This is an optimization exercise on Yosys and OpenROAD, whose aim is small area, a short achievable clock period and few clock cycles per item, not a production implementation. The RTL was checked by simulation tests, not by an equivalence proof against the original design.

==> design/flow/design.v <==
module fp_carpma(
    input clk_i, rst_i, en_i,
    input [31:0] x1_i, x2_i,
    output [31:0] sonuc_o,
    output done_o
    );
  wire zero = ~|x1_i | ~|x2_i;
  wire [23:0] ma = {1'b1, x1_i[22:0]};
  wire [23:0] mb = {1'b1, x2_i[22:0]};
  reg [1:0] cnt_q;           
  reg [28:0] s_q, c_q;     
  reg cy_q;                  
  reg [7:0] e_q;
  reg sg_q;
  reg z_q;
  wire run = en_i & ~rst_i;
  wire hold = cnt_q[1];
  wire sh = run & ~hold;
  wire hd = run & hold;
  wire [29:0] r1 = {s_q, cy_q} + {c_q, cy_q};
  wire [24:0] ra = r1[29:5];
  wire [11:0] q = cnt_q[0] ? mb[23:12] : mb[11:0];
  wire [12:0] qx = {q, 1'b0};
  wire [5:0] ng, one, two;
  genvar g;
  generate for (g = 0; g < 6; g = g + 1) begin : bd
    wire b0 = qx[2*g];
    wire b1 = qx[2*g+1];
    wire b2 = qx[2*g+2];
    assign ng[g] = b2;
    assign one[g] = b1 ^ b0;
    assign two[g] = (b2 & ~b1 & ~b0) | (~b2 & b1 & b0);
  end endgenerate
  wire [24:0] bp0 = (({1'b0, ma} & {25{one[0]}}) | ({ma, 1'b0} & {25{two[0]}})) ^ {25{ng[0]}};
  wire [24:0] bp1 = (({1'b0, ma} & {25{one[1]}}) | ({ma, 1'b0} & {25{two[1]}})) ^ {25{ng[1]}};
  wire [24:0] bp2 = (({1'b0, ma} & {25{one[2]}}) | ({ma, 1'b0} & {25{two[2]}})) ^ {25{ng[2]}};
  wire [24:0] bp3 = (({1'b0, ma} & {25{one[3]}}) | ({ma, 1'b0} & {25{two[3]}})) ^ {25{ng[3]}};
  wire [24:0] bp4 = (({1'b0, ma} & {25{one[4]}}) | ({ma, 1'b0} & {25{two[4]}})) ^ {25{ng[4]}};
  wire [24:0] bp5 = (({1'b0, ma} & {25{one[5]}}) | ({ma, 1'b0} & {25{two[5]}})) ^ {25{ng[5]}};
  wire [23:0] pr = ma & {24{q[11]}};
  wire fs0 = ra[1] ^ ng[0] ^ bp0[0];
  wire fc0 = (ra[1] & ng[0]) | (ra[1] & bp0[0]) | (ng[0] & bp0[0]);
  wire fs1 = ra[3] ^ ng[1] ^ bp0[2];
  wire fc1 = (ra[3] & ng[1]) | (ra[3] & bp0[2]) | (ng[1] & bp0[2]);
  wire fs2 = ra[4] ^ bp0[3] ^ bp1[1];
  wire fc2 = (ra[4] & bp0[3]) | (ra[4] & bp1[1]) | (bp0[3] & bp1[1]);
  wire fs3 = ra[5] ^ ng[2] ^ bp0[4];
  wire fc3 = (ra[5] & ng[2]) | (ra[5] & bp0[4]) | (ng[2] & bp0[4]);
  wire fs4 = ra[6] ^ bp0[5] ^ bp1[3];
  wire fc4 = (ra[6] & bp0[5]) | (ra[6] & bp1[3]) | (bp0[5] & bp1[3]);
  wire fs5 = ra[7] ^ ng[3] ^ bp0[6];
  wire fc5 = (ra[7] & ng[3]) | (ra[7] & bp0[6]) | (ng[3] & bp0[6]);
  wire fs6 = bp1[4] ^ bp2[2] ^ bp3[0];
  wire fc6 = (bp1[4] & bp2[2]) | (bp1[4] & bp3[0]) | (bp2[2] & bp3[0]);
  wire hs0 = ra[8] ^ bp0[7];
  wire hc0 = ra[8] & bp0[7];
  wire fs7 = ra[9] ^ ng[4] ^ bp0[8];
  wire fc7 = (ra[9] & ng[4]) | (ra[9] & bp0[8]) | (ng[4] & bp0[8]);
  wire hs1 = ra[10] ^ bp0[9];
  wire hc1 = ra[10] & bp0[9];
  wire fs8 = ra[11] ^ ng[5] ^ bp0[10];
  wire fc8 = (ra[11] & ng[5]) | (ra[11] & bp0[10]) | (ng[5] & bp0[10]);
  wire hs2 = bp1[8] ^ bp2[6];
  wire hc2 = bp1[8] & bp2[6];
  wire fs9 = ra[12] ^ bp0[11] ^ bp1[9];
  wire fc9 = (ra[12] & bp0[11]) | (ra[12] & bp1[9]) | (bp0[11] & bp1[9]);
  wire hs3 = bp2[7] ^ bp3[5];
  wire hc3 = bp2[7] & bp3[5];
  wire fs10 = ra[13] ^ pr[0] ^ bp0[12];
  wire fc10 = (ra[13] & pr[0]) | (ra[13] & bp0[12]) | (pr[0] & bp0[12]);
  wire fs11 = bp1[10] ^ bp2[8] ^ bp3[6];
  wire fc11 = (bp1[10] & bp2[8]) | (bp1[10] & bp3[6]) | (bp2[8] & bp3[6]);
  wire fs12 = ra[14] ^ pr[1] ^ bp0[13];
  wire fc12 = (ra[14] & pr[1]) | (ra[14] & bp0[13]) | (pr[1] & bp0[13]);
  wire fs13 = bp1[11] ^ bp2[9] ^ bp3[7];
  wire fc13 = (bp1[11] & bp2[9]) | (bp1[11] & bp3[7]) | (bp2[9] & bp3[7]);
  wire fs14 = ra[15] ^ pr[2] ^ bp0[14];
  wire fc14 = (ra[15] & pr[2]) | (ra[15] & bp0[14]) | (pr[2] & bp0[14]);
  wire fs15 = bp1[12] ^ bp2[10] ^ bp3[8];
  wire fc15 = (bp1[12] & bp2[10]) | (bp1[12] & bp3[8]) | (bp2[10] & bp3[8]);
  wire fs16 = ra[16] ^ pr[3] ^ bp0[15];
  wire fc16 = (ra[16] & pr[3]) | (ra[16] & bp0[15]) | (pr[3] & bp0[15]);
  wire fs17 = bp1[13] ^ bp2[11] ^ bp3[9];
  wire fc17 = (bp1[13] & bp2[11]) | (bp1[13] & bp3[9]) | (bp2[11] & bp3[9]);
  wire fs18 = ra[17] ^ pr[4] ^ bp0[16];
  wire fc18 = (ra[17] & pr[4]) | (ra[17] & bp0[16]) | (pr[4] & bp0[16]);
  wire fs19 = bp1[14] ^ bp2[12] ^ bp3[10];
  wire fc19 = (bp1[14] & bp2[12]) | (bp1[14] & bp3[10]) | (bp2[12] & bp3[10]);
  wire fs20 = ra[18] ^ pr[5] ^ bp0[17];
  wire fc20 = (ra[18] & pr[5]) | (ra[18] & bp0[17]) | (pr[5] & bp0[17]);
  wire fs21 = bp1[15] ^ bp2[13] ^ bp3[11];
  wire fc21 = (bp1[15] & bp2[13]) | (bp1[15] & bp3[11]) | (bp2[13] & bp3[11]);
  wire fs22 = ra[19] ^ pr[6] ^ bp0[18];
  wire fc22 = (ra[19] & pr[6]) | (ra[19] & bp0[18]) | (pr[6] & bp0[18]);
  wire fs23 = bp1[16] ^ bp2[14] ^ bp3[12];
  wire fc23 = (bp1[16] & bp2[14]) | (bp1[16] & bp3[12]) | (bp2[14] & bp3[12]);
  wire fs24 = ra[20] ^ pr[7] ^ bp0[19];
  wire fc24 = (ra[20] & pr[7]) | (ra[20] & bp0[19]) | (pr[7] & bp0[19]);
  wire fs25 = bp1[17] ^ bp2[15] ^ bp3[13];
  wire fc25 = (bp1[17] & bp2[15]) | (bp1[17] & bp3[13]) | (bp2[15] & bp3[13]);
  wire fs26 = ra[21] ^ pr[8] ^ bp0[20];
  wire fc26 = (ra[21] & pr[8]) | (ra[21] & bp0[20]) | (pr[8] & bp0[20]);
  wire fs27 = bp1[18] ^ bp2[16] ^ bp3[14];
  wire fc27 = (bp1[18] & bp2[16]) | (bp1[18] & bp3[14]) | (bp2[16] & bp3[14]);
  wire fs28 = ra[22] ^ pr[9] ^ bp0[21];
  wire fc28 = (ra[22] & pr[9]) | (ra[22] & bp0[21]) | (pr[9] & bp0[21]);
  wire fs29 = bp1[19] ^ bp2[17] ^ bp3[15];
  wire fc29 = (bp1[19] & bp2[17]) | (bp1[19] & bp3[15]) | (bp2[17] & bp3[15]);
  wire fs30 = ra[23] ^ pr[10] ^ bp0[22];
  wire fc30 = (ra[23] & pr[10]) | (ra[23] & bp0[22]) | (pr[10] & bp0[22]);
  wire fs31 = bp1[20] ^ bp2[18] ^ bp3[16];
  wire fc31 = (bp1[20] & bp2[18]) | (bp1[20] & bp3[16]) | (bp2[18] & bp3[16]);
  wire fs32 = ra[24] ^ pr[11] ^ bp0[23];
  wire fc32 = (ra[24] & pr[11]) | (ra[24] & bp0[23]) | (pr[11] & bp0[23]);
  wire fs33 = bp1[21] ^ bp2[19] ^ bp3[17];
  wire fc33 = (bp1[21] & bp2[19]) | (bp1[21] & bp3[17]) | (bp2[19] & bp3[17]);
  wire fs34 = pr[12] ^ bp0[24] ^ bp1[22];
  wire fc34 = (pr[12] & bp0[24]) | (pr[12] & bp1[22]) | (bp0[24] & bp1[22]);
  wire hs4 = bp2[20] ^ bp3[18];
  wire hc4 = bp2[20] & bp3[18];
  wire fs35 = 1'b1 ^ pr[13] ^ ~ng[0];
  wire fc35 = (1'b1 & pr[13]) | (1'b1 & ~ng[0]) | (pr[13] & ~ng[0]);
  wire fs36 = bp1[23] ^ bp2[21] ^ bp3[19];
  wire fc36 = (bp1[23] & bp2[21]) | (bp1[23] & bp3[19]) | (bp2[21] & bp3[19]);
  wire fs37 = 1'b1 ^ pr[14] ^ bp1[24];
  wire fc37 = (1'b1 & pr[14]) | (1'b1 & bp1[24]) | (pr[14] & bp1[24]);
  wire hs5 = bp2[22] ^ bp3[20];
  wire hc5 = bp2[22] & bp3[20];
  wire fs38 = pr[15] ^ ~ng[1] ^ bp2[23];
  wire fc38 = (pr[15] & ~ng[1]) | (pr[15] & bp2[23]) | (~ng[1] & bp2[23]);
  wire hs6 = 1'b1 ^ pr[16];
  wire hc6 = 1'b1 & pr[16];
  wire fs39 = ra[2] ^ bp0[1] ^ fc0;
  wire fc39 = (ra[2] & bp0[1]) | (ra[2] & fc0) | (bp0[1] & fc0);
  wire fs40 = bp1[2] ^ bp2[0] ^ fc2;
  wire fc40 = (bp1[2] & bp2[0]) | (bp1[2] & fc2) | (bp2[0] & fc2);
  wire fs41 = bp2[1] ^ fc3 ^ fs4;
  wire fc41 = (bp2[1] & fc3) | (bp2[1] & fs4) | (fc3 & fs4);
  wire fs42 = fc4 ^ fs5 ^ fs6;
  wire fc42 = (fc4 & fs5) | (fc4 & fs6) | (fs5 & fs6);
  wire fs43 = bp1[5] ^ bp2[3] ^ bp3[1];
  wire fc43 = (bp1[5] & bp2[3]) | (bp1[5] & bp3[1]) | (bp2[3] & bp3[1]);
  wire hs7 = hs0 ^ fc5;
  wire hc7 = hs0 & fc5;
  wire fs44 = bp1[6] ^ bp2[4] ^ bp3[2];
  wire fc44 = (bp1[6] & bp2[4]) | (bp1[6] & bp3[2]) | (bp2[4] & bp3[2]);
  wire fs45 = bp4[0] ^ hc0 ^ fs7;
  wire fc45 = (bp4[0] & hc0) | (bp4[0] & fs7) | (hc0 & fs7);
  wire fs46 = bp1[7] ^ bp2[5] ^ bp3[3];
  wire fc46 = (bp1[7] & bp2[5]) | (bp1[7] & bp3[3]) | (bp2[5] & bp3[3]);
  wire fs47 = bp4[1] ^ hs1 ^ fc7;
  wire fc47 = (bp4[1] & hs1) | (bp4[1] & fc7) | (hs1 & fc7);
  wire fs48 = bp3[4] ^ bp4[2] ^ bp5[0];
  wire fc48 = (bp3[4] & bp4[2]) | (bp3[4] & bp5[0]) | (bp4[2] & bp5[0]);
  wire fs49 = hc1 ^ hs2 ^ fs8;
  wire fc49 = (hc1 & hs2) | (hc1 & fs8) | (hs2 & fs8);
  wire fs50 = bp4[3] ^ bp5[1] ^ hc2;
  wire fc50 = (bp4[3] & bp5[1]) | (bp4[3] & hc2) | (bp5[1] & hc2);
  wire fs51 = hs3 ^ fc8 ^ fs9;
  wire fc51 = (hs3 & fc8) | (hs3 & fs9) | (fc8 & fs9);
  wire fs52 = bp4[4] ^ bp5[2] ^ hc3;
  wire fc52 = (bp4[4] & bp5[2]) | (bp4[4] & hc3) | (bp5[2] & hc3);
  wire fs53 = fc9 ^ fs10 ^ fs11;
  wire fc53 = (fc9 & fs10) | (fc9 & fs11) | (fs10 & fs11);
  wire fs54 = bp4[5] ^ bp5[3] ^ fc10;
  wire fc54 = (bp4[5] & bp5[3]) | (bp4[5] & fc10) | (bp5[3] & fc10);
  wire fs55 = fc11 ^ fs12 ^ fs13;
  wire fc55 = (fc11 & fs12) | (fc11 & fs13) | (fs12 & fs13);
  wire fs56 = bp4[6] ^ bp5[4] ^ fc12;
  wire fc56 = (bp4[6] & bp5[4]) | (bp4[6] & fc12) | (bp5[4] & fc12);
  wire fs57 = fc13 ^ fs14 ^ fs15;
  wire fc57 = (fc13 & fs14) | (fc13 & fs15) | (fs14 & fs15);
  wire fs58 = bp4[7] ^ bp5[5] ^ fc14;
  wire fc58 = (bp4[7] & bp5[5]) | (bp4[7] & fc14) | (bp5[5] & fc14);
  wire fs59 = fc15 ^ fs16 ^ fs17;
  wire fc59 = (fc15 & fs16) | (fc15 & fs17) | (fs16 & fs17);
  wire fs60 = bp4[8] ^ bp5[6] ^ fc16;
  wire fc60 = (bp4[8] & bp5[6]) | (bp4[8] & fc16) | (bp5[6] & fc16);
  wire fs61 = fc17 ^ fs18 ^ fs19;
  wire fc61 = (fc17 & fs18) | (fc17 & fs19) | (fs18 & fs19);
  wire fs62 = bp4[9] ^ bp5[7] ^ fc18;
  wire fc62 = (bp4[9] & bp5[7]) | (bp4[9] & fc18) | (bp5[7] & fc18);
  wire fs63 = fc19 ^ fs20 ^ fs21;
  wire fc63 = (fc19 & fs20) | (fc19 & fs21) | (fs20 & fs21);
  wire fs64 = bp4[10] ^ bp5[8] ^ fc20;
  wire fc64 = (bp4[10] & bp5[8]) | (bp4[10] & fc20) | (bp5[8] & fc20);
  wire fs65 = fc21 ^ fs22 ^ fs23;
  wire fc65 = (fc21 & fs22) | (fc21 & fs23) | (fs22 & fs23);
  wire fs66 = bp4[11] ^ bp5[9] ^ fc22;
  wire fc66 = (bp4[11] & bp5[9]) | (bp4[11] & fc22) | (bp5[9] & fc22);
  wire fs67 = fc23 ^ fs24 ^ fs25;
  wire fc67 = (fc23 & fs24) | (fc23 & fs25) | (fs24 & fs25);
  wire fs68 = bp4[12] ^ bp5[10] ^ fc24;
  wire fc68 = (bp4[12] & bp5[10]) | (bp4[12] & fc24) | (bp5[10] & fc24);
  wire fs69 = fc25 ^ fs26 ^ fs27;
  wire fc69 = (fc25 & fs26) | (fc25 & fs27) | (fs26 & fs27);
  wire fs70 = bp4[13] ^ bp5[11] ^ fc26;
  wire fc70 = (bp4[13] & bp5[11]) | (bp4[13] & fc26) | (bp5[11] & fc26);
  wire fs71 = fc27 ^ fs28 ^ fs29;
  wire fc71 = (fc27 & fs28) | (fc27 & fs29) | (fs28 & fs29);
  wire fs72 = bp4[14] ^ bp5[12] ^ fc28;
  wire fc72 = (bp4[14] & bp5[12]) | (bp4[14] & fc28) | (bp5[12] & fc28);
  wire fs73 = fc29 ^ fs30 ^ fs31;
  wire fc73 = (fc29 & fs30) | (fc29 & fs31) | (fs30 & fs31);
  wire fs74 = bp4[15] ^ bp5[13] ^ fc30;
  wire fc74 = (bp4[15] & bp5[13]) | (bp4[15] & fc30) | (bp5[13] & fc30);
  wire fs75 = fc31 ^ fs32 ^ fs33;
  wire fc75 = (fc31 & fs32) | (fc31 & fs33) | (fs32 & fs33);
  wire fs76 = bp4[16] ^ bp5[14] ^ hs4;
  wire fc76 = (bp4[16] & bp5[14]) | (bp4[16] & hs4) | (bp5[14] & hs4);
  wire fs77 = fc32 ^ fc33 ^ fs34;
  wire fc77 = (fc32 & fc33) | (fc32 & fs34) | (fc33 & fs34);
  wire fs78 = bp4[17] ^ bp5[15] ^ hc4;
  wire fc78 = (bp4[17] & bp5[15]) | (bp4[17] & hc4) | (bp5[15] & hc4);
  wire fs79 = fs35 ^ fc34 ^ fs36;
  wire fc79 = (fs35 & fc34) | (fs35 & fs36) | (fc34 & fs36);
  wire fs80 = bp4[18] ^ bp5[16] ^ fc35;
  wire fc80 = (bp4[18] & bp5[16]) | (bp4[18] & fc35) | (bp5[16] & fc35);
  wire fs81 = hs5 ^ fc36 ^ fs37;
  wire fc81 = (hs5 & fc36) | (hs5 & fs37) | (fc36 & fs37);
  wire fs82 = bp3[21] ^ bp4[19] ^ bp5[17];
  wire fc82 = (bp3[21] & bp4[19]) | (bp3[21] & bp5[17]) | (bp4[19] & bp5[17]);
  wire fs83 = hc5 ^ fc37 ^ fs38;
  wire fc83 = (hc5 & fc37) | (hc5 & fs38) | (fc37 & fs38);
  wire fs84 = bp2[24] ^ bp3[22] ^ bp4[20];
  wire fc84 = (bp2[24] & bp3[22]) | (bp2[24] & bp4[20]) | (bp3[22] & bp4[20]);
  wire fs85 = bp5[18] ^ hs6 ^ fc38;
  wire fc85 = (bp5[18] & hs6) | (bp5[18] & fc38) | (hs6 & fc38);
  wire fs86 = pr[17] ^ ~ng[2] ^ bp3[23];
  wire fc86 = (pr[17] & ~ng[2]) | (pr[17] & bp3[23]) | (~ng[2] & bp3[23]);
  wire fs87 = bp4[21] ^ bp5[19] ^ hc6;
  wire fc87 = (bp4[21] & bp5[19]) | (bp4[21] & hc6) | (bp5[19] & hc6);
  wire fs88 = 1'b1 ^ pr[18] ^ bp3[24];
  wire fc88 = (1'b1 & pr[18]) | (1'b1 & bp3[24]) | (pr[18] & bp3[24]);
  wire hs8 = bp4[22] ^ bp5[20];
  wire hc8 = bp4[22] & bp5[20];
  wire fs89 = pr[19] ^ ~ng[3] ^ bp4[23];
  wire fc89 = (pr[19] & ~ng[3]) | (pr[19] & bp4[23]) | (~ng[3] & bp4[23]);
  wire hs9 = 1'b1 ^ pr[20];
  wire hc9 = 1'b1 & pr[20];
  wire fs90 = bp1[0] ^ fs1 ^ fc39;
  wire fc90 = (bp1[0] & fs1) | (bp1[0] & fc39) | (fs1 & fc39);
  wire hs10 = fc6 ^ fs43;
  wire hc10 = fc6 & fs43;
  wire fs91 = fc43 ^ fs44 ^ hc7;
  wire fc91 = (fc43 & fs44) | (fc43 & hc7) | (fs44 & hc7);
  wire fs92 = fc44 ^ fs46 ^ fc45;
  wire fc92 = (fc44 & fs46) | (fc44 & fc45) | (fs46 & fc45);
  wire fs93 = fc46 ^ fs48 ^ fc47;
  wire fc93 = (fc46 & fs48) | (fc46 & fc47) | (fs48 & fc47);
  wire fs94 = fc48 ^ fs50 ^ fc49;
  wire fc94 = (fc48 & fs50) | (fc48 & fc49) | (fs50 & fc49);
  wire fs95 = fc50 ^ fs52 ^ fc51;
  wire fc95 = (fc50 & fs52) | (fc50 & fc51) | (fs52 & fc51);
  wire fs96 = fc52 ^ fc53 ^ fs54;
  wire fc96 = (fc52 & fc53) | (fc52 & fs54) | (fc53 & fs54);
  wire fs97 = fc54 ^ fc55 ^ fs56;
  wire fc97 = (fc54 & fc55) | (fc54 & fs56) | (fc55 & fs56);
  wire fs98 = fc56 ^ fc57 ^ fs58;
  wire fc98 = (fc56 & fc57) | (fc56 & fs58) | (fc57 & fs58);
  wire fs99 = fc58 ^ fc59 ^ fs60;
  wire fc99 = (fc58 & fc59) | (fc58 & fs60) | (fc59 & fs60);
  wire fs100 = fc60 ^ fc61 ^ fs62;
  wire fc100 = (fc60 & fc61) | (fc60 & fs62) | (fc61 & fs62);
  wire fs101 = fc62 ^ fc63 ^ fs64;
  wire fc101 = (fc62 & fc63) | (fc62 & fs64) | (fc63 & fs64);
  wire fs102 = fc64 ^ fc65 ^ fs66;
  wire fc102 = (fc64 & fc65) | (fc64 & fs66) | (fc65 & fs66);
  wire fs103 = fc66 ^ fc67 ^ fs68;
  wire fc103 = (fc66 & fc67) | (fc66 & fs68) | (fc67 & fs68);
  wire fs104 = fc68 ^ fc69 ^ fs70;
  wire fc104 = (fc68 & fc69) | (fc68 & fs70) | (fc69 & fs70);
  wire fs105 = fc70 ^ fc71 ^ fs72;
  wire fc105 = (fc70 & fc71) | (fc70 & fs72) | (fc71 & fs72);
  wire fs106 = fc72 ^ fc73 ^ fs74;
  wire fc106 = (fc72 & fc73) | (fc72 & fs74) | (fc73 & fs74);
  wire fs107 = fs76 ^ fc74 ^ fc75;
  wire fc107 = (fs76 & fc74) | (fs76 & fc75) | (fc74 & fc75);
  wire fs108 = fc76 ^ fs78 ^ fc77;
  wire fc108 = (fc76 & fs78) | (fc76 & fc77) | (fs78 & fc77);
  wire fs109 = fc78 ^ fs80 ^ fc79;
  wire fc109 = (fc78 & fs80) | (fc78 & fc79) | (fs80 & fc79);
  wire fs110 = fs82 ^ fc80 ^ fc81;
  wire fc110 = (fs82 & fc80) | (fs82 & fc81) | (fc80 & fc81);
  wire fs111 = fc82 ^ fs84 ^ fc83;
  wire fc111 = (fc82 & fs84) | (fc82 & fc83) | (fs84 & fc83);
  wire fs112 = fc84 ^ fs86 ^ fs87;
  wire fc112 = (fc84 & fs86) | (fc84 & fs87) | (fs86 & fs87);
  wire fs113 = hs8 ^ fc86 ^ fc87;
  wire fc113 = (hs8 & fc86) | (hs8 & fc87) | (fc86 & fc87);
  wire fs114 = bp5[21] ^ hc8 ^ fc88;
  wire fc114 = (bp5[21] & hc8) | (bp5[21] & fc88) | (hc8 & fc88);
  wire fs115 = bp4[24] ^ bp5[22] ^ hs9;
  wire fc115 = (bp4[24] & bp5[22]) | (bp4[24] & hs9) | (bp5[22] & hs9);
  wire fs116 = pr[21] ^ ~ng[4] ^ bp5[23];
  wire fc116 = (pr[21] & ~ng[4]) | (pr[21] & bp5[23]) | (~ng[4] & bp5[23]);
  wire hs11 = 1'b1 ^ pr[22];
  wire hc11 = 1'b1 & pr[22];
  wire fs117 = fc1 ^ fs2 ^ fc90;
  wire fc117 = (fc1 & fs2) | (fc1 & fc90) | (fs2 & fc90);
  wire hs12 = fs3 ^ fs40;
  wire hc12 = fs3 & fs40;
  wire hs13 = fc40 ^ fs41;
  wire hc13 = fc40 & fs41;
  wire hs14 = fc41 ^ fs42;
  wire hc14 = fc41 & fs42;
  wire fs118 = hs7 ^ hs10 ^ fc42;
  wire fc118 = (hs7 & hs10) | (hs7 & fc42) | (hs10 & fc42);
  wire fs119 = hc10 ^ fs45 ^ fs91;
  wire fc119 = (hc10 & fs45) | (hc10 & fs91) | (fs45 & fs91);
  wire fs120 = fs47 ^ fc91 ^ fs92;
  wire fc120 = (fs47 & fc91) | (fs47 & fs92) | (fc91 & fs92);
  wire fs121 = fs49 ^ fc92 ^ fs93;
  wire fc121 = (fs49 & fc92) | (fs49 & fs93) | (fc92 & fs93);
  wire fs122 = fs51 ^ fc93 ^ fs94;
  wire fc122 = (fs51 & fc93) | (fs51 & fs94) | (fc93 & fs94);
  wire fs123 = fs53 ^ fc94 ^ fs95;
  wire fc123 = (fs53 & fc94) | (fs53 & fs95) | (fc94 & fs95);
  wire fs124 = fs55 ^ fc95 ^ fs96;
  wire fc124 = (fs55 & fc95) | (fs55 & fs96) | (fc95 & fs96);
  wire fs125 = fs57 ^ fc96 ^ fs97;
  wire fc125 = (fs57 & fc96) | (fs57 & fs97) | (fc96 & fs97);
  wire fs126 = fs59 ^ fc97 ^ fs98;
  wire fc126 = (fs59 & fc97) | (fs59 & fs98) | (fc97 & fs98);
  wire fs127 = fs61 ^ fc98 ^ fs99;
  wire fc127 = (fs61 & fc98) | (fs61 & fs99) | (fc98 & fs99);
  wire fs128 = fs63 ^ fc99 ^ fs100;
  wire fc128 = (fs63 & fc99) | (fs63 & fs100) | (fc99 & fs100);
  wire fs129 = fs65 ^ fc100 ^ fs101;
  wire fc129 = (fs65 & fc100) | (fs65 & fs101) | (fc100 & fs101);
  wire fs130 = fs67 ^ fc101 ^ fs102;
  wire fc130 = (fs67 & fc101) | (fs67 & fs102) | (fc101 & fs102);
  wire fs131 = fs69 ^ fc102 ^ fs103;
  wire fc131 = (fs69 & fc102) | (fs69 & fs103) | (fc102 & fs103);
  wire fs132 = fs71 ^ fc103 ^ fs104;
  wire fc132 = (fs71 & fc103) | (fs71 & fs104) | (fc103 & fs104);
  wire fs133 = fs73 ^ fc104 ^ fs105;
  wire fc133 = (fs73 & fc104) | (fs73 & fs105) | (fc104 & fs105);
  wire fs134 = fs75 ^ fc105 ^ fs106;
  wire fc134 = (fs75 & fc105) | (fs75 & fs106) | (fc105 & fs106);
  wire fs135 = fs77 ^ fc106 ^ fs107;
  wire fc135 = (fs77 & fc106) | (fs77 & fs107) | (fc106 & fs107);
  wire fs136 = fs79 ^ fc107 ^ fs108;
  wire fc136 = (fs79 & fc107) | (fs79 & fs108) | (fc107 & fs108);
  wire fs137 = fs81 ^ fc108 ^ fs109;
  wire fc137 = (fs81 & fc108) | (fs81 & fs109) | (fc108 & fs109);
  wire fs138 = fs83 ^ fc109 ^ fs110;
  wire fc138 = (fs83 & fc109) | (fs83 & fs110) | (fc109 & fs110);
  wire fs139 = fs85 ^ fc110 ^ fs111;
  wire fc139 = (fs85 & fc110) | (fs85 & fs111) | (fc110 & fs111);
  wire fs140 = fc85 ^ fs112 ^ fc111;
  wire fc140 = (fc85 & fs112) | (fc85 & fc111) | (fs112 & fc111);
  wire fs141 = fs88 ^ fc112 ^ fs113;
  wire fc141 = (fs88 & fc112) | (fs88 & fs113) | (fc112 & fs113);
  wire fs142 = fs89 ^ fc113 ^ fs114;
  wire fc142 = (fs89 & fc113) | (fs89 & fs114) | (fc113 & fs114);
  wire fs143 = fc89 ^ fs115 ^ fc114;
  wire fc143 = (fc89 & fs115) | (fc89 & fc114) | (fs115 & fc114);
  wire fs144 = hc9 ^ fs116 ^ fc115;
  wire fc144 = (hc9 & fs116) | (hc9 & fc115) | (fs116 & fc115);
  wire fs145 = bp5[24] ^ hs11 ^ fc116;
  wire fc145 = (bp5[24] & hs11) | (bp5[24] & fc116) | (hs11 & fc116);
  wire fs146 = pr[23] ^ ~ng[5] ^ hc11;
  wire fc146 = (pr[23] & ~ng[5]) | (pr[23] & hc11) | (~ng[5] & hc11);
  wire [36:0] ts = {fs146, fs145, fs144, fc142, fc141, fs141, fc139, fc138, fc137, fc136, fc135, fc134, fc133, fc132, fc131, fc130, fc129, fc128, fc127, fc126, fc125, fc124, fc123, fc122, fc121, fc120, fc119, fc118, hc14, hc13, hc12, hs12, fs117, fs90, fs39, fs0, ra[0]};
  wire [36:0] tc = {fc145, fc144, fc143, fs143, fs142, fc140, fs140, fs139, fs138, fs137, fs136, fs135, fs134, fs133, fs132, fs131, fs130, fs129, fs128, fs127, fs126, fs125, fs124, fs123, fs122, fs121, fs120, fs119, fs118, hs14, hs13, fc117, 1'b0, 1'b0, 1'b0, 1'b0, 1'b0};
  wire [8:0] lo_sum = ts[7:0] + tc[7:0];
  always @(posedge clk_i) begin
    cnt_q <= run ? (hold ? cnt_q : cnt_q + 2'd1) : 2'd0;
    s_q <= (ts[36:8] & {29{sh}}) | (s_q & {29{hd}});
    c_q <= (tc[36:8] & {29{sh}}) | (c_q & {29{hd}});
    cy_q <= (lo_sum[8] & sh) | (cy_q & hd);
    e_q <= x1_i[30:23] + x2_i[30:23] + 8'd129;
    sg_q <= x1_i[31] ^ x2_i[31];
    z_q <= zero;
  end
  wire [22:0] man = ra[24] ? ra[23:1] : ra[22:0];
  wire [7:0] e_inc = e_q + 8'd1;
  wire [7:0] e = ra[24] ? e_inc : e_q;
  assign sonuc_o = {sg_q, e, man} & {32{~z_q}};
  assign done_o = hold;
endmodule
==> design/flow/flow/run.sh <==
#!/bin/bash
# The standard layout (the standard.sh, unchanged synthesis and steps), except
# that the port buffers use sky130_fd_sc_hd__buf_4 instead of the cell that
# buffer_ports picks by default (a slow delay buffer).
set -uo pipefail
export BUFFER_PORTS_ARGS="-buffer_cell sky130_fd_sc_hd__buf_4"
bash standard.sh > flow.log 2>&1
==> design/flow/standard.sh <==
#!/bin/bash
# synth_recipe.tcl (not shown) runs the flow's synth.tcl, then flattens the netlist and writes it again
# the make line also repeats each setting of config.mk as NAME=value (left out here)
make -C /OpenROAD-flow-scripts/flow DESIGN_CONFIG=/design/flow/config.mk WORK_HOME=/design/flow/orfs CLKGATE_MAP_FILE= SYNTH_SCRIPT=/design/flow/synth_recipe.tcl "${@:-finish}"
==> design/flow/config.mk <==
export PLATFORM = sky130hd
export DESIGN_NAME = fp_carpma
export DESIGN_NICKNAME = fp_carpma
export VERILOG_FILES = /design/flow/design.v
export SDC_FILE = /design/flow/constraint.sdc
export NUM_CORES = 4
export LEC_CHECK = 0
export ABC_AREA = 1
export CAP_MARGIN = 20
export CORE_MARGIN = 2
export CORE_UTILIZATION = 40
export SETUP_SLACK_MARGIN = 4
export SLEW_MARGIN = 20
==> design/flow/constraint.sdc <==
create_clock -name core_clock -period 10.0 [get_ports {clk_i}]
set_input_delay 2.0000 -clock core_clock [delete_from_list [all_inputs] [get_ports {clk_i}]]
set_output_delay 2.0000 -clock core_clock [all_outputs]
set_load 0.01 [all_outputs]
==> qor.csv, run 1 <==
metric,value,unit
status,"complete, no violations",
number of global-route vias before repair,11131,
DR vias,11014,
largest net degree at the start of global routing,61,
routability cong.,0.9021,
Final Slew Violations,0,
leading area contributor after synthesis,fa_1,
Most used DFF post-synth,dfxtp_1,
Congestion Overflow GR,0,
worst r2r src,cnt_q[0],
H-tree levels,3,
CP startpoint,x2_i[15],
global-route wire length before repair,61780,um
cell count after synthesis,1612,
Multi-input gate area,9360,sq um
worst slew pin tran,897.1,ps
P&R area growth vs syn,9.310,%
die height,179.4,um
FF+latch area,1421,sq um
critical hold path startpoint,cy_q,
PortBufs,99,
Setup Viol. Count Final,0,
mux contribution to synthesized area,0.1626,%
utilization after layout,44.22,%
antenna violations before repair,0,
Fill cells,3160,
simple-gate area share of the yosys netlist,17.47,%
Core Region,30430,sq um
vias per inst,5.381,
latest clock arrival within the worst-skew pair,340,ps
Mapped Avg Cell Area,7.637,sq um
Ys Warns,1,
most frequent cell after synthesis,inv_1,
layout cell share with drive strength beyond 1,14.18,%
Synth Area in XOR/XNOR,12.02,%
Final Hold Fails,0,
HPWL Detailed,30640,um
Post-Route WL,39150,um
number of synthesized flops with an enable pin,0,
most instantiated cells after synthesis,"inv_1, nand2_1, xor2_1, fa_1, nor2_1",
CTS Buf Count,9,
CP Class,in2reg,
"flops & latches, synth",71,
"FFs w/ async S/R, synth",0,%
Synth Area in Compound Gates,17.53,%
"Max FO, Critical Path",28,
Slew HR,39.64,%
critical path arrival,6100,ps
"antenna viol nets, final",0,
Worst path max stage delay,570,ps
Rows,64,
Tot GR Track Use,24.21,%
Max-Cap Viols,0,
Die Area,32200,sq um
root buffer cell,clkbuf_16,
critical path cell sequence,buf_4 -> or2_1 -> o21ai_4 -> buf_6 -> or2_1 -> nand2_1 -> nand2_4 -> o21ai_0 -> xor2_1 -> fa_1 -> fa_1 -> fa_1 -> inv_1 -> fa_1 -> o21ai_0,
"Reg clk slew, reported paths",70,ps
num ports,100,
hold crit path type,reg2reg,
# DRC,0,
"Distinct cells, synth",43,
Worst Hold Depth,2,
Initial Utilization,40.46,%
CP Launch Type,input pin,
"Min Clock Period, post-route",5892,ps
fin crit share,58.92,%
First-pass DRT Iterations,5,
Mapped Area,12310,sq um
Final nets,1909,
DRT iter0 DRCs,891,
Fin Setup TNS,0,ps
WP data required,10210,ps
Setup Buffers After CTS,0,
register area share after synthesis,11.55,%
die width,179.4,um
Clock Path Buffers,2,
"most used cell, CP",fa_1,
largest family of logic cells by synthesized area,adder cells,
Synth Area in Adders,28.38,%
largest cells by area after synthesis,"fa_1, dfxtp_1, xor2_1",
clock sinks,71,
Reg2Reg Depth,15,
maximum clock rate,0.1697,GHz
Clock Skew,13.07,ps
CP endpoint kind,flop,
CTS tree,built,
top-area cell type share of the netlist area,22.28,%
Mapped Nets,1876,
WL per Instance,19.12,um
RSZ-0062 raised after global routing,true,
Slowest cell on crit path,fa_1,
==> worst max-delay path: cells and delay by family <==
family	cells	cell delay, ps
XOR/XNOR	1	190
adder cells (fa/ha/maj)	4	2110
AO/OA/AOI/OAI	3	340
AND/OR/NAND/NOR	4	940
buffers and inverters	3	490
==> cells in the final DEF (no fill, tap or decap), drive strengths merged <==
master | Yosys | routed
xnor2 | 11 | 11
ha | 60 | 60
nand4 | 14 | 14
buf | 67 | 109
o21a | 3 | 3
a22o | 3 | 3
a21oi | 41 | 41
and2 | 1 | 1
nand2 | 284 | 284
mux2i | 2 | 2
clkbuf | 20 | 11
o21bai | 5 | 5
nor3 | 6 | 6
clkinv | 0 | 5
a31oi | 2 | 2
xor2 | 158 | 158
fa | 137 | 137
nor4 | 18 | 18
nor2 | 120 | 120
nand3b | 9 | 9
o22ai | 132 | 132
diode | 0 | 1
dfxtp | 71 | 71
a21o | 3 | 3
inv | 285 | 285
or2 | 8 | 8
nand3 | 41 | 41
o21ai | 108 | 108
a21boi | 3 | 3
==> registers in the layout, indices dropped and copies added, names as in the netlist <==
signal,cells
s_q,29
cy_q,1
sg_q,1
e_q,8
z_q,1
cnt_q,2
c_q,29
==> through the flow <==
stage / hold slack [ps] / instance area, sq um / setup WS, ps / cells
floorplan: 425.7 / 12310 / 4587 / 1612
global placement: 445.0 / 13130 / 3511 / 2030
detailed placement: 451.5 / 13130 / 3458 / 2030
CTS: 462.7 / 13440 / 4016 / 2046
global route: 491.0 / 13450 / 3940 / 2046
finish: 459.3 / 13460 / 4108 / 2047
==> layout make-up <==
type	count	area share, %
antenna	1	0.01860
clock buffer	11	1.804
clock inverter	5	0.2417
inverter	285	7.968
multi-input combinational	1169	69.56
sequential	71	10.56
tap	396	3.682
timing repair buffer	109	6.165
==> metal layers <==
metal / part of all wire (%) / routed length, um / GRT usage [%]
met5: 0 / 0 / 0
met4: 2.9 / 1143 / 7.512
met3: 7.8 / 3054 / 4.660
met2: 44 / 17210 / 37.73
met1: 45 / 17740 / 33.89
==> path summary, 6_finish.rpt <==
check                               end  slack (ps)
worst min-delay path               cy_q         460
worst min register to register     cy_q         460
worst max-delay path            c_q[21]        4110
worst max register to register  c_q[21]        4640
==> logic make-up after synthesis <==
kind of cell	Yosys count
buf+inv	372
mux	2
simple gates	501
flops	71
compound gates	300
xor+xnor	169
fa+ha+maj	197
==> repair_timing <==
item | in CTS | in global routing
resized for setup | 7 | 4
endpoints found under the setup margin | 33 | 33
hold buffers | 0 | 0
Testbench counts, summed over its fixed seeds: cycles 7,192, items 2,400.
==> run 2, diff against run 1 <==
--- a/design/flow/config.mk
+++ b/design/flow/config.mk
@@ -9,5 +9,5 @@
 export CAP_MARGIN = 20
 export CORE_MARGIN = 2
 export CORE_UTILIZATION = 40
-export SETUP_SLACK_MARGIN = 4
+export SETUP_SLACK_MARGIN = 5
 export SLEW_MARGIN = 20
==> run 2 against run 1 <==
Compared with the run above:
- via count rose by 8.7%
- synthesized cell count did not move
- largest cell class unchanged
==> qor.csv, run 2 <==
metric,value,unit,change
Worst path max stage delay,590,ps,+20 ps
CP startpoint,x2_i[15],,
PortBufs,99,,unchanged
latest clock arrival within the worst-skew pair,350,ps,about the same
critical path cell sequence,buf_6 -> or2_4 -> o21ai_4 -> buf_12 -> buf_6 -> o21ai_4 -> buf_12 -> nand2_8 -> o22ai_4 -> xor2_2 -> fa_1 -> inv_1 -> fa_2 -> ha_1 -> ha_1 -> nand3_1 -> a21oi_2 -> nand2_1 -> nand2_2 -> nand2_1 -> nand2_1,,
Clock Skew,13.09,ps,+0.02150 ps
P&R area growth vs syn,25.13,%,
worst slew pin tran,1069,ps,+172.4 ps
Rows,64,,unchanged
count of buffer and inverter cells on the critical path,5,,+2
number of global-route vias before repair,11787,,+5.9%
top-area cell type share of the netlist area,22.28,%,unchanged
Congestion Overflow GR,0,,unchanged
worst r2r src,cnt_q[0],,
Levels on crit path,21,,+6
WP data required,10300,ps,+90 ps
leading area contributor after synthesis,fa_1,,
cell count after synthesis,1612,,unchanged
Antenna diodes,0,,-1
routability cong.,0.9363,,+3.8%
clock sinks,71,,unchanged
CP Launch Type,input pin,,
Tot GR Track Use,26.98,%,+2.8 points
"Distinct cells, synth",43,,unchanged
Slowest cell on crit path,fa_1,,
Mapped Avg Cell Area,7.637,sq um,unchanged
global-route wire length before repair,68210,um,+10%
Max-Cap Viols,0,,unchanged
"Min Clock Period, post-route",5221,ps,-670.9 ps
Post-Route WL,46380,um,+18%
reg2reg end,cy_q,,
Fin Setup TNS,0,ps,unchanged
die width,179.4,um,unchanged
utilization after layout,50.63,%,+6.4 points
Worst setup endpoint,cy_q,,
biggest regs,"c_q (29), s_q (29), e_q (8)",,
RSZ-0062 raised after global routing,true,,
"Max FO, Critical Path",6,,-79%
CTS Buf Count,9,,unchanged
CTS tree,built,,
CP top delay family,adder cells,,
hold buffers post-CTS,0,,unchanged
most frequent cells in the layout,"inv_1, nand2_1, xor2_1",,
hold crit path type,reg2reg,,
Ys Warns,1,,unchanged
register area share after synthesis,11.55,%,unchanged
vias per inst,5.644,,+4.9%
"most used cell, CP",nand2_1,,
layout cell share with drive strength beyond 1,23.71,%,+9.5 points
critical path arrival,5520,ps,-580 ps
DR vias,11971,,+8.7%
First-pass DRT Iterations,7,,+2
largest cells by area after synthesis,"fa_1, dfxtp_1, xor2_1",,
CP Class,in2reg,,
die height,179.4,um,unchanged
root buffer cell,clkbuf_16,,
fin crit share,52.21,%,-6.7 points
most frequent cell after synthesis,inv_1,,
HPWL Detailed,31270,um,+2.0%
WL per Instance,21.87,um,+14%
register-to-register setup slack,5110,ps,+470 ps
"flops & latches, synth",71,,unchanged
Clock Path Buffers,2,,unchanged
Most used DFF post-synth,dfxtp_1,,
# DRC,0,,unchanged
Final nets,1984,,+3.9%
Final Hold Fails,0,,unchanged
number of synthesized flops with an enable pin,0,,unchanged
Reg2Reg Depth,21,,+6
Setup Viol. Count Final,0,,unchanged
antenna violations before repair,0,,unchanged
"commonest non-fill, non-tap cell in the layout",inv_1,,
"Reg clk slew, reported paths",60,ps,about the same
num ports,100,,unchanged
maximum clock rate,0.1915,GHz,+13%
Mapped Nets,1876,,unchanged
H-tree levels,3,,unchanged
Mapped Area,12310,sq um,unchanged
CP endpoint kind,flop,,
most instantiated cells after synthesis,"inv_1, nand2_1, xor2_1, fa_1, nor2_1",,
Die Area,32200,sq um,unchanged
Slew HR,28.04,%,-12 points
Final Slew Violations,0,,unchanged
largest net degree at the start of global routing,61,,unchanged
"antenna viol nets, final",0,,unchanged
"FFs w/ async S/R, synth",0,%,unchanged
status,"complete, no violations",,
DRT iter0 DRCs,1308,,+47%
Initial Utilization,40.46,%,unchanged
Core Region,30430,sq um,unchanged
[run 2: area by class of cell]
cell class,instances,area (sq um)
Clock buffer,10,239.0
Sequential cell,71,1421
Clock inverter,6,90.09
Timing Repair Buffer,169,1662
Inverter,285,1110
Tap cell,396,495.5
Multi-Input combinational cell,1184,10390
Fill cell,2867,15020
[run 2: through the flow]
step / area (sq um) / cells / setup WS [ps] / hold WS, ps
after floorplan: 12400 / 1612 / 4867 / 425.7
after detailed placement: 13200 / 2031 / 3720 / 453.1
after global placement: 13200 / 2031 / 3738 / 445.9
final: 15400 / 2121 / 4779 / 460.8
after global routing: 15400 / 2121 / 4695 / 483.6
after CTS: 14530 / 2086 / 4870 / 463.8
[run 2: worst min-delay path, delay by kind of cell, from the launching register on]
kind,cells,cell delay [ps]
and+or+nand+nor,2,100
DFF,1,310
[run 2: how the worst min path moves through the flow]
| stage | end | slack, ps | startpoint | depth (start not counted) |
|---|---|---|---|---|
| after detailed placement | c_q[25] | 450 | c_q[25] | 2 |
| after floorplan | cy_q | 430 | cy_q | 2 |
| after global placement | cy_q | 450 | cy_q | 2 |
| final | cy_q | 460 | cy_q | 2 |
| after global routing | c_q[5] | 480 | c_q[5] | 2 |
| after CTS | c_q[5] | 460 | c_q[5] | 2 |
[run 2: layer usage]
layer  global-route usage, %  wire length [um]
met1                   37.41             18720
met3                   3.890              4334
met2                   42.44             20810
met5                       0                 0
met4                   10.60              2525
[run 2: timing repair]
item,4_1_cts,5_1_grt
resized for setup,104,100
setup buffers,24,27
endpoints found under the setup margin,81,75
pin swaps,26,36
cloned,15,8
[run 2: cell families after synthesis]
kind of cell | after synthesis | synth area share (%)
buf+inv | 372 | 12.89
mux | 2 | 0.1626
flops | 71 | 11.55
fa+ha+maj | 197 | 28.38
compound gates | 300 | 17.53
simple gates | 501 | 17.47
xor+xnor | 169 | 12.02
==> run 3, diff against run 2 <==
--- a/design/flow/config.mk
+++ b/design/flow/config.mk
@@ -9,5 +9,5 @@
 export CAP_MARGIN = 20
 export CORE_MARGIN = 2
 export CORE_UTILIZATION = 40
-export SETUP_SLACK_MARGIN = 5
+export SETUP_SLACK_MARGIN = 4.5
 export SLEW_MARGIN = 20
==> run 3 against run 2 <==
Compared with the run above:
- sequential share of layout area grew 0.79 points
- via count shrank 4.7%
- synthesized cell count is the same
- register-to-register slack lost 110 ps
- first-iteration DRC count shrank 16%
- clock skew is essentially flat
- non-clock buffer count shrank 36
- cell count shrank 2.0%
- still clean on timing, DRC and antenna
- global-route usage shrank 2.2 points
- critical path depth shrank 4
- utilization shrank 4.0 points
==> qor.csv, run 3 <==
metric,value,unit,change
Initial Utilization,40.46,%,unchanged
PortBufs,99,,unchanged
hold buffers post-CTS,0,,unchanged
CP endpoint kind,flop,,
# DRC,0,,unchanged
Fin Hold WS,460.7,ps,-0.1110 ps
Clock Path Buffers,2,,unchanged
met1 Use GR,34.57,%,-2.8 points
Setup Viol. Count Final,0,,unchanged
largest net degree at the start of global routing,61,,unchanged
root buffer cell,clkbuf_16,,
utilization after layout,46.61,%,-4.0 points
most instantiated cells after synthesis,"inv_1, nand2_1, xor2_1, fa_1, nor2_1",,
"flops & latches, synth",71,,unchanged
FF+latch area,1421,sq um,unchanged
worst slew pin tran,922.7,ps,-146.8 ps
Final Hold Fails,0,,unchanged
Slowest cell on crit path,fa_1,,
register-to-register setup slack,5000,ps,-110 ps
M3 GR Usage,3.930,%,+0.041 points
RSZ-0062 raised after global routing,true,,
global-route wire length before repair,63350,um,-7.1%
Ys Warns,1,,unchanged
Slew HR,38.41,%,+10 points
largest cells by area after synthesis,"fa_1, dfxtp_1, xor2_1",,
fin crit share,54.40,%,+2.2 points
"Min Clock Period, post-route",5440,ps,+219.3 ps
"antenna viol nets, final",0,,unchanged
biggest regs,"c_q (29), s_q (29), e_q (8)",,
Multi-input gate area,9741,sq um,-6.2%
CTS Buf Count,9,,unchanged
Most used DFF post-synth,dfxtp_1,,
most frequent cells in the layout,"inv_1, nand2_1, xor2_1",,
count of buffer and inverter cells on the critical path,6,,+1
reg2reg end,c_q[10],,
Final nets,1941,,-2.2%
die height,179.4,um,unchanged
latest clock arrival within the worst-skew pair,350,ps,about the same
Fill cells,3064,,+6.9%
CP Launch Type,input pin,,
Die Area,32200,sq um,unchanged
top-area cell type share of the netlist area,22.28,%,unchanged
Congestion Overflow GR,0,,unchanged
Tot GR Track Use,24.83,%,-2.2 points
met2 GRT Util,39.68,%,-2.8 points
leading area contributor after synthesis,fa_1,,
P&R area growth vs syn,15.21,%,
"Reg clk slew, reported paths",70,ps,about the same
Worst setup endpoint,c_q[10],,
hold crit path type,reg2reg,,
most frequent cell after synthesis,inv_1,,
Max-Cap Viols,0,,unchanged
CP Class,in2reg,,
number of synthesized flops with an enable pin,0,,unchanged
DR vias,11411,,-4.7%
status,"complete, no violations",,
GRT Max-Usage Layer,met2,,
DRT iter0 DRCs,1098,,-16%
number of global-route vias before repair,11303,,-4.1%
clock sinks,71,,unchanged
"commonest non-fill, non-tap cell in the layout",inv_1,,
cell count after synthesis,1612,,unchanged
Clock Skew,13.23,ps,+0.1435 ps
routability cong.,0.9021,,-3.7%
CP top delay family,adder cells,,
Rows,64,,unchanged
critical path cell sequence,buf_4 -> or2_1 -> o21ai_4 -> buf_12 -> inv_2 -> o21ai_4 -> buf_4 -> nand2_4 -> o22ai_2 -> xor2_1 -> fa_1 -> inv_1 -> fa_2 -> fa_1 -> inv_1 -> fa_1 -> o21ai_0,,
CP startpoint,x2_i[15],,
"Distinct cells, synth",43,,unchanged
die width,179.4,um,unchanged
Worst path max stage delay,540,ps,-50 ps
vias per inst,5.489,,-2.8%
HPWL Detailed,30640,um,-2.0%
CTS tree,built,,
Core Region,30430,sq um,unchanged
critical path arrival,5660,ps,+140 ps
First-pass DRT Iterations,5,,-2
Levels on crit path,17,,-19%
antenna violations before repair,0,,unchanged
"most used cell, CP",fa_1,,
Mapped Avg Cell Area,7.637,sq um,unchanged
num ports,100,,unchanged
Fin Setup TNS,0,ps,unchanged
layout cell share with drive strength beyond 1,17.48,%,-6.2 points
H-tree levels,3,,unchanged
Final Slew Violations,0,,unchanged
Mapped Nets,1876,,unchanged
register area share after synthesis,11.55,%,unchanged
Reg2Reg Depth,17,,-19%
"Max FO, Critical Path",11,,+5
Mapped Area,12310,sq um,unchanged
"FFs w/ async S/R, synth",0,%,unchanged
Post-Route WL,41660,um,-10%
WP data required,10220,ps,-80 ps
maximum clock rate,0.1838,GHz,-4.0%
worst r2r src,cnt_q[0],,
WL per Instance,20.04,um,-8.4%
-- run 3: cell counts after synthesis --
No cell type changed its count.
-- run 3: layer usage --
metal	vias up	share of wire, %
li1	5271	-
met1	5497	43
met2	535	44
met3	108	8.6
met4	0	4.1
met5	-	0
-- run 3: final cells by class --
type                    count  area share [%]
flip-flops and latches     71           10.02
diodes                      1         0.01764
clock buffers              11           1.711
inverters                 285           7.613
multi-input cells        1177           68.68
clock inverters             5          0.2294
repair buffers            133           8.239
well taps                 396           3.493
-- run 3: logic make-up (layout without fill, tap and decap cells) --
group	Yosys count	count (layout)	share of synthesized area [%]
AOI/OAI and AO/OA	300	300	17.53
xor gates and xnor gates	169	169	12.02
adders and majority gates	197	197	28.38
buffers and inverters	372	434	12.89
DFF	71	71	11.55
muxes	2	2	0.1626
other	0	1	0
and+or+nand+nor	501	509	17.47
-- run 3: worst min path at each step --
stage / start / endpoint / slack, ps / cells after the start
6_report: cy_q / cy_q / 460 / 2
3_3_place_gp: c_q[23] / c_q[23] / 450 / 2
2_1_floorplan: cy_q / cy_q / 430 / 2
5_1_grt: c_q[0] / c_q[0] / 490 / 2
4_1_cts: cy_q / cy_q / 460 / 2
3_5_place_dp: c_q[6] / c_q[6] / 450 / 2
-- run 3: worst register-to-register path, stage by stage (launching register included) --
cell,delay (ps)
dfxtp_1,930
inv_2,320
or2_1,330
o21ai_4,100
buf_12,170
inv_2,100
o21ai_4,150
buf_4,140
nand2_4,140
o22ai_2,200
xor2_1,140
fa_1,510
inv_1,60
fa_2,390
fa_1,540
inv_1,70
fa_1,520
o21ai_0,70
-- run 3: timing repair --
action / CTS / global route
setup buffers: 5 / 16
gates resized for setup: 37 / 49
endpoints found under the setup margin: 49 / 41
pin swaps: 5 / 10
cloned: 6 / 5
-- run 3: through the flow --
step	cell area, sq um	cells	setup slack, ps
final	14180	2079	4560
after global placement	13130	2030	3511
after floorplan	12310	1612	4587
after global routing	14180	2078	4419
after CTS	13740	2057	4477
after detailed placement	13130	2030	3458
==> run 4, diff against run 3 <==
==> design/flow/flow/run.sh (replaced) <==
#!/bin/bash
# The standard layout (the standard.sh, unchanged synthesis and steps), except
# that the port buffers use sky130_fd_sc_hd__buf_4 instead of the cell that
# buffer_ports picks by default (a slow delay buffer), and Yosys maps the
# logic without its early ABC pass (SYNTH_ARGS=-noabc), so that the full adders
# are found in the equations as written.
set -uo pipefail
export BUFFER_PORTS_ARGS="-buffer_cell sky130_fd_sc_hd__buf_4"
export SYNTH_ARGS="-noabc"
bash standard.sh > flow.log 2>&1
==> run 4 against run 3 <==
Compared with the run above:
- worst hold slack better by 19 ps
- flip-flop and latch count unchanged
- critical endpoint is now c_q[13]
- setup slack improved by 26 ps
- cell count is 14% lower
==> qor.csv, run 4 <==
metric,value,unit,change
status,"complete, no violations",,
leading area contributor after synthesis,fa_1,,
Most used DFF post-synth,dfxtp_1,,
largest cells by area after synthesis,"fa_1, dfxtp_1, xor2_1",,
latest clock arrival within the worst-skew pair,360,ps,about the same
post-route insts no fill,1796,,-14%
Worst setup endpoint,c_q[13],,
fin crit share,54.14,%,-0.26 points
"Reg clk slew, reported paths",50,ps,-20 ps
hold crit path type,reg2reg,,
critical path arrival,5650,ps,about the same
worst slew pin tran,916.9,ps,-5.790 ps
Initial Utilization,40.71,%,+0.26 points
Tot GR Track Use,25.95,%,+1.1 points
CTS Buf Count,9,,unchanged
"FFs w/ async S/R, synth",0,%,unchanged
Final Hold Fails,0,,unchanged
Mapped Nets,1636,,-13%
"Distinct cells, synth",43,,unchanged
worst r2r src,cnt_q[0],,
hold buffers post-CTS,0,,unchanged
Clock Path Buffers,2,,unchanged
die height,172.4,um,-3.9%
clock sinks,71,,unchanged
RSZ-0062 raised after global routing,false,,
DR vias,10197,,-11%
Antenna diodes,0,,-1
WL per Instance,21.13,um,+5.5%
CP Launch Type,input pin,,
routability cong.,0.9046,,+0.28%
"flops & latches, synth",71,,unchanged
maximum clock rate,0.1847,GHz,+0.48%
Congestion Overflow GR,0,,unchanged
PortBufs,99,,unchanged
top-area cell type share of the netlist area,24.71,%,+2.4 points
utilization after layout,46.17,%,-0.45 points
Reg2Reg Depth,14,,-3
Final nets,1681,,-13%
CP startpoint,x2_i[17],,
WP data required,10240,ps,+20 ps
CP endpoint kind,flop,,
layout cell share with drive strength beyond 1,15.51,%,-2.0 points
number of global-route vias before repair,10106,,-11%
most frequent cell after synthesis,nand2_1,,
Multi-input gate area,9125,sq um,-6.3%
FF+latch area,1421,sq um,unchanged
Final Slew Violations,0,,unchanged
Fill cells,2726,,-11%
"Min Clock Period, post-route",5414,ps,-26.24 ps
cell count after synthesis,1368,,-15%
reg2reg end,c_q[13],,
Slew HR,38.79,%,+0.39 points
Setup Viol. Count Final,0,,unchanged
"Max FO, Critical Path",24,,+13
P&R area growth vs syn,13.39,%,
Post-Route WL,37950,um,-8.9%
Mapped Area,11340,sq um,-7.9%
CP Class,in2reg,,
root buffer cell,clkbuf_16,,
First-pass DRT Iterations,7,,+2
Fin Setup TNS,0,ps,unchanged
# DRC,0,,unchanged
Die Area,29720,sq um,-7.7%
vias per inst,5.678,,+3.4%
CTS tree,built,,
global-route wire length before repair,58530,um,-7.6%
register area share after synthesis,12.53,%,+0.99 points
"antenna viol nets, final",0,,unchanged
Rows,61,,-4.7%
H-tree levels,3,,unchanged
Placed Cells,1764,,-13%
number of synthesized flops with an enable pin,0,,unchanged
die width,172.4,um,-3.9%
Clock Skew,16.53,ps,+3.294 ps
most instantiated cells after synthesis,"nand2_1, xor2_1, fa_1, inv_1, nor2_1",,
most frequent cells in the layout,"nand2_1, xor2_1, fa_1",,
register-to-register setup slack,5140,ps,+140 ps
Ys Warns,1,,unchanged
"commonest non-fill, non-tap cell in the layout",nand2_1,,
antenna violations before repair,0,,unchanged
biggest regs,"c_q (29), s_q (29), e_q (8)",,
HPWL Detailed,28530,um,-6.9%
Core Region,27860,sq um,-8.4%
DRT iter0 DRCs,815,,-26%
Max-Cap Viols,0,,unchanged
largest net degree at the start of global routing,61,,unchanged
num ports,100,,unchanged
Mapped Avg Cell Area,8.291,sq um,+8.6%
## run 4: changes by cell type in the layout (fill, tap and decap cells not counted), sizes merged, moves of 6 or more
cell / previous run / this run
nand3: 41 / 33
a21oi: 41 / 55
nor2: 120 / 104
o21ai: 108 / 49
nand4: 14 / 8
a22o: 3 / 55
nand2: 292 / 203
inv: 285 / 127
buf: 130 / 116
## run 4: routing by layer
| layer | global-route usage [%] | up-vias | part of all wire, % |
|---|---|---|---|
| met3 | 6.546 | 69 | 9.4 |
| met4 | 8.842 | 0 | 3.2 |
| met1 | 36.18 | 4951 | 44 |
| met5 | 0 | - | 0 |
| met2 | 39.06 | 472 | 44 |
| li1 | - | 4705 | - |
## run 4: cell type report
type | instances | share of cell area (%)
clock buffer | 11 | 1.965
clock inverter | 5 | 0.4378
inverter | 130 | 4.582
multi-input combinational | 1080 | 70.95
sequential | 71 | 11.05
tap | 378 | 3.677
timing repair buffer | 116 | 7.024
timing repair inverter | 5 | 0.3113
## run 4: cell families after synthesis
logic type / share of synthesized area (%)
AO/OA/AOI/OAI: 19.50
buffers and inverters: 8.263
AND/OR/NAND/NOR: 14.83
flip-flops: 12.53
XOR/XNOR: 13.44
adder cells (fa/ha/maj): 31.44
## run 4: how the worst min path moves through the flow
stage	startpoint	endpoint	slack (ps)	depth (start not counted)
final	c_q[12]	c_q[12]	480	1
after global routing	c_q[3]	c_q[3]	480	1
after CTS	c_q[3]	c_q[3]	480	1
after detailed placement	c_q[3]	c_q[3]	470	1
after global placement	c_q[22]	c_q[22]	460	1
after floorplan	s_q[27]	s_q[27]	430	2
## run 4: stage by stage
| stage | cell area [sq um] | setup WS (ps) | hold WS (ps) |
|---|---|---|---|
| 2_1_floorplan | 11340 | 4682 | 434.7 |
| 3_3_place_gp | 12180 | 3568 | 461.1 |
| 5_1_grt | 12860 | 4491 | 483.5 |
| 6_report | 12860 | 4586 | 479.3 |
| 4_1_cts | 12600 | 4503 | 480.0 |
| 3_5_place_dp | 12180 | 3502 | 466.3 |
## run 4: critical path: stages
cell and delay (ps):
buf_4 110, or2_1 260, o21ai_4 120, bufinv_16 250
nor3_2 180, nor2_2 50, buf_6 200, o22ai_2 130
xor2_1 260, fa_1 500, fa_1 410, fa_1 540
fa_1 410, a22o_1 230
## run 4: timing repair
item	4_1_cts	5_1_grt
pin swaps	0	14
setup buffers	1	9
endpoints found under the setup margin	45	47
gates cloned	1	5
resized for setup	19	37
==> run 5, diff against run 4 <==
==> design/flow/flow/run.sh (replaced) <==
#!/bin/bash
set -uo pipefail
export BUFFER_PORTS_ARGS="-buffer_cell sky130_fd_sc_hd__buf_4"
export SYNTH_ARGS="-noabc"
bash standard.sh > flow.log 2>&1
==> run 5 against run 4 <==
Compared with the run above:
- wire length unchanged
- non-clock buffer count unchanged
- worst hold slack unchanged
- critical path depth unchanged
- die area unchanged
- via count unchanged
- utilization unchanged
- largest cell class unchanged
- still clean on timing, DRC and antenna
- register-to-register slack about the same
==> qor.csv, run 5 <==
metric,value,unit,change
CP endpoint kind,flop,,
FF+latch area,1421,sq um,unchanged
Rows,61,,unchanged
WHS Endpoint,c_q[12],,
register area share after synthesis,12.53,%,unchanged
largest net degree at the start of global routing,61,,unchanged
Final Slew Violations,0,,unchanged
DRT iter0 DRCs,815,,unchanged
worst r2r src,cnt_q[0],,
"flops & latches, synth",71,,unchanged
P&R area growth vs syn,13.39,%,unchanged
"Min Clock Period, post-route",5414,ps,unchanged
biggest regs,"c_q (29), s_q (29), e_q (8)",,
Mapped Nets,1636,,unchanged
Die Area,29720,sq um,unchanged
fin crit share,54.14,%,unchanged
critical path arrival,5650,ps,about the same
Synth Area in Compound Gates,19.50,%,unchanged
CP startpoint,x2_i[17],,
DR vias,10197,,unchanged
"Distinct cells, synth",43,,unchanged
First-pass DRT Iterations,7,,unchanged
root buffer cell,clkbuf_16,,
most instantiated cells after synthesis,"nand2_1, xor2_1, fa_1, inv_1, nor2_1",,
layout cell share with drive strength beyond 1,15.51,%,unchanged
worst slew pin tran,916.9,ps,unchanged
Antenna diodes,0,,unchanged
Fill cells,2726,,unchanged
number of global-route vias before repair,10106,,unchanged
Worst Hold Depth,1,,unchanged
CTS tree,built,,
"antenna viol nets, final",0,,unchanged
clock sinks,71,,unchanged
largest family of logic cells by synthesized area,adder cells,,
# DRC,0,,unchanged
register-to-register setup slack,5140,ps,about the same
Core Region,27860,sq um,unchanged
most frequent cells in the layout,"nand2_1, xor2_1, fa_1",,
antenna violations before repair,0,,unchanged
WL per Instance,21.13,um,unchanged
leading area contributor after synthesis,fa_1,,
maximum clock rate,0.1847,GHz,unchanged
Synth Area in Adders,31.44,%,unchanged
CP Launch Type,input pin,,
Worst path max stage delay,540,ps,about the same
"commonest non-fill, non-tap cell in the layout",nand2_1,,
RSZ-0062 raised after global routing,false,,
Most used DFF post-synth,dfxtp_1,,
Post-Route WL,37950,um,unchanged
Mapped Area,11340,sq um,unchanged
HPWL Detailed,28530,um,unchanged
global-route wire length before repair,58530,um,unchanged
Max-Cap Viols,0,,unchanged
routability cong.,0.9046,,unchanged
critical path cell sequence,buf_4 -> or2_1 -> o21ai_4 -> bufinv_16 -> nor3_2 -> nor2_2 -> buf_6 -> o22ai_2 -> xor2_1 -> fa_1 -> fa_1 -> fa_1 -> fa_1 -> a22o_1,,
"Max FO, Critical Path",24,,unchanged
CP Class,in2reg,,
Congestion Overflow GR,0,,unchanged
Clock Path Buffers,2,,unchanged
Multi-input gate area,9125,sq um,unchanged
"Reg clk slew, reported paths",50,ps,about the same
Initial Utilization,40.71,%,unchanged
Mapped Avg Cell Area,8.291,sq um,unchanged
Reg2Reg Depth,14,,unchanged
simple-gate area share of the yosys netlist,14.83,%,unchanged
Clock Skew,16.53,ps,unchanged
Setup Viol. Count Final,0,,unchanged
die height,172.4,um,unchanged
Slew HR,38.79,%,unchanged
num ports,100,,unchanged
Final nets,1681,,unchanged
reg2reg end,c_q[13],,
most frequent cell after synthesis,nand2_1,,
count of buffer and inverter cells on the critical path,3,,unchanged
CTS Buf Count,9,,unchanged
Final Hold Fails,0,,unchanged
mux contribution to synthesized area,0,%,unchanged
Synth Area in XOR/XNOR,13.44,%,unchanged
Tot GR Track Use,25.95,%,unchanged
Fin Setup TNS,0,ps,unchanged
latest clock arrival within the worst-skew pair,360,ps,about the same
Ys Warns,1,,unchanged
"most used cell, CP",fa_1,,
Slowest cell on crit path,fa_1,,
critical hold path startpoint,c_q[12],,
cell count after synthesis,1368,,unchanged
"FFs w/ async S/R, synth",0,%,unchanged
post-route insts no fill,1796,,unchanged
vias per inst,5.678,,unchanged
number of synthesized flops with an enable pin,0,,unchanged
WP data required,10240,ps,about the same
die width,172.4,um,unchanged
utilization after layout,46.17,%,unchanged
CP top delay family,adder cells,,
status,"complete, no violations",,
Placed Cells,1764,,unchanged
PortBufs,99,,unchanged
largest cells by area after synthesis,"fa_1, dfxtp_1, xor2_1",,
hold crit path type,reg2reg,,
H-tree levels,3,,unchanged
top-area cell type share of the netlist area,24.71,%,unchanged
-- run 5: worst max path at each step --
stage,end,cells after the start
2_1_floorplan,c_q[13],15
3_3_place_gp,c_q[16],12
3_5_place_dp,c_q[15],12
4_1_cts,c_q[6],13
5_1_grt,c_q[19],14
6_report,c_q[13],14
-- run 5: timing repair --
item                                    4_1_cts  5_1_grt
cloned                                        1        5
buffers inserted                              1        9
gates resized for setup                      19       37
hold buffers                                  0        0
pin swaps                                     0       14
endpoints found under the setup margin       45       47
-- run 5: area by class of cell --
type	count	area share [%]
Tap cell	378	3.677
Clock buffer	11	1.965
Clock inverter	5	0.4378
Multi-Input combinational cell	1080	70.95
Timing Repair inverter	5	0.3113
Inverter	130	4.582
Sequential cell	71	11.05
Timing Repair Buffer	116	7.024
-- run 5: cells by family after synthesis --
logic type               count (synthesis)
flip-flops                              71
buffers and inverters                  218
adder cells (fa/ha/maj)                201
AND/OR/NAND/NOR                        393
XOR/XNOR                               174
AO/OA/AOI/OAI                          311
-- run 5: through the flow --
stage	hold WS [ps]	setup slack, ps	cell area (sq um)
4_1_cts	480.0	4503	12600
6_report	479.3	4586	12860
2_1_floorplan	434.7	4682	11340
3_5_place_dp	466.3	3502	12180
3_3_place_gp	461.1	3568	12180
5_1_grt	483.5	4491	12860
-- run 5: routing by layer --
metal	vias up	track usage [%]	part of all wire (%)
met1	4951	36.18	44
li1	4705	-	-
met5	-	0	0
met4	0	8.842	3.2
met3	69	6.546	9.4
met2	472	39.06	44
-- run 5: worst reg2reg max path: stages, from the launching register on --
cell and delay, ps:
dfxtp_1 920, inv_4 220, or2_1 320, o21ai_4 120, bufinv_16 250, nor3_2 180, nor2_2 50, buf_6 200
o22ai_2 140, xor2_1 260, fa_1 500, fa_1 410, fa_1 540, fa_1 410, a22o_1 230

-- static timing again, ports no longer ideal --
The results above use ideal ports. As a check the final layouts listed here were re-extracted and re-timed, cells and wires unchanged.
Step 1 (the two cells are an assumption about what drives the block):
set clk [get_ports {clk_i}]
set_driving_cell -lib_cell sky130_fd_sc_hd__clkbuf_16 $clk
set_driving_cell -lib_cell sky130_fd_sc_hd__buf_2 [delete_from_list [all_inputs] $clk]
Step 2 times the ports against the registers' clock, not the clock port: input delays grow and output delays shrink by t, the midpoint of the rising clock arrivals with the driver on.
a / b / c = ideal / step 1 / step 2; a / b = the first two.
run | shift t [ns] | slack for setup (ns) | worst setup path at the end | clock arrival spread, ns | worst slew at a driven data input, ns
run 1 | 0.376 | 4.108 / 4.121 / 3.746 | input to register | 0.013 / 0.013 | 0.04
run 2 | 0.388 | 4.779 / 4.784 / 4.396 | input to register | 0.013 / 0.013 | 0.04
run 3 | 0.379 | 4.560 / 4.573 / 4.194 | input to register | 0.014 / 0.014 | 0.04
run 4 | 0.393 | 4.586 / 4.604 / 4.211 | input to register | 0.017 / 0.016 | 0.05
run 5 | 0.393 | 4.586 / 4.604 / 4.211 | input to register | 0.017 / 0.016 | 0.05
After both steps every run listed still meets setup and hold. The setup slack of run 2, which loses most, moves by +0.005 ns with the drivers and by -0.383 ns with both steps.
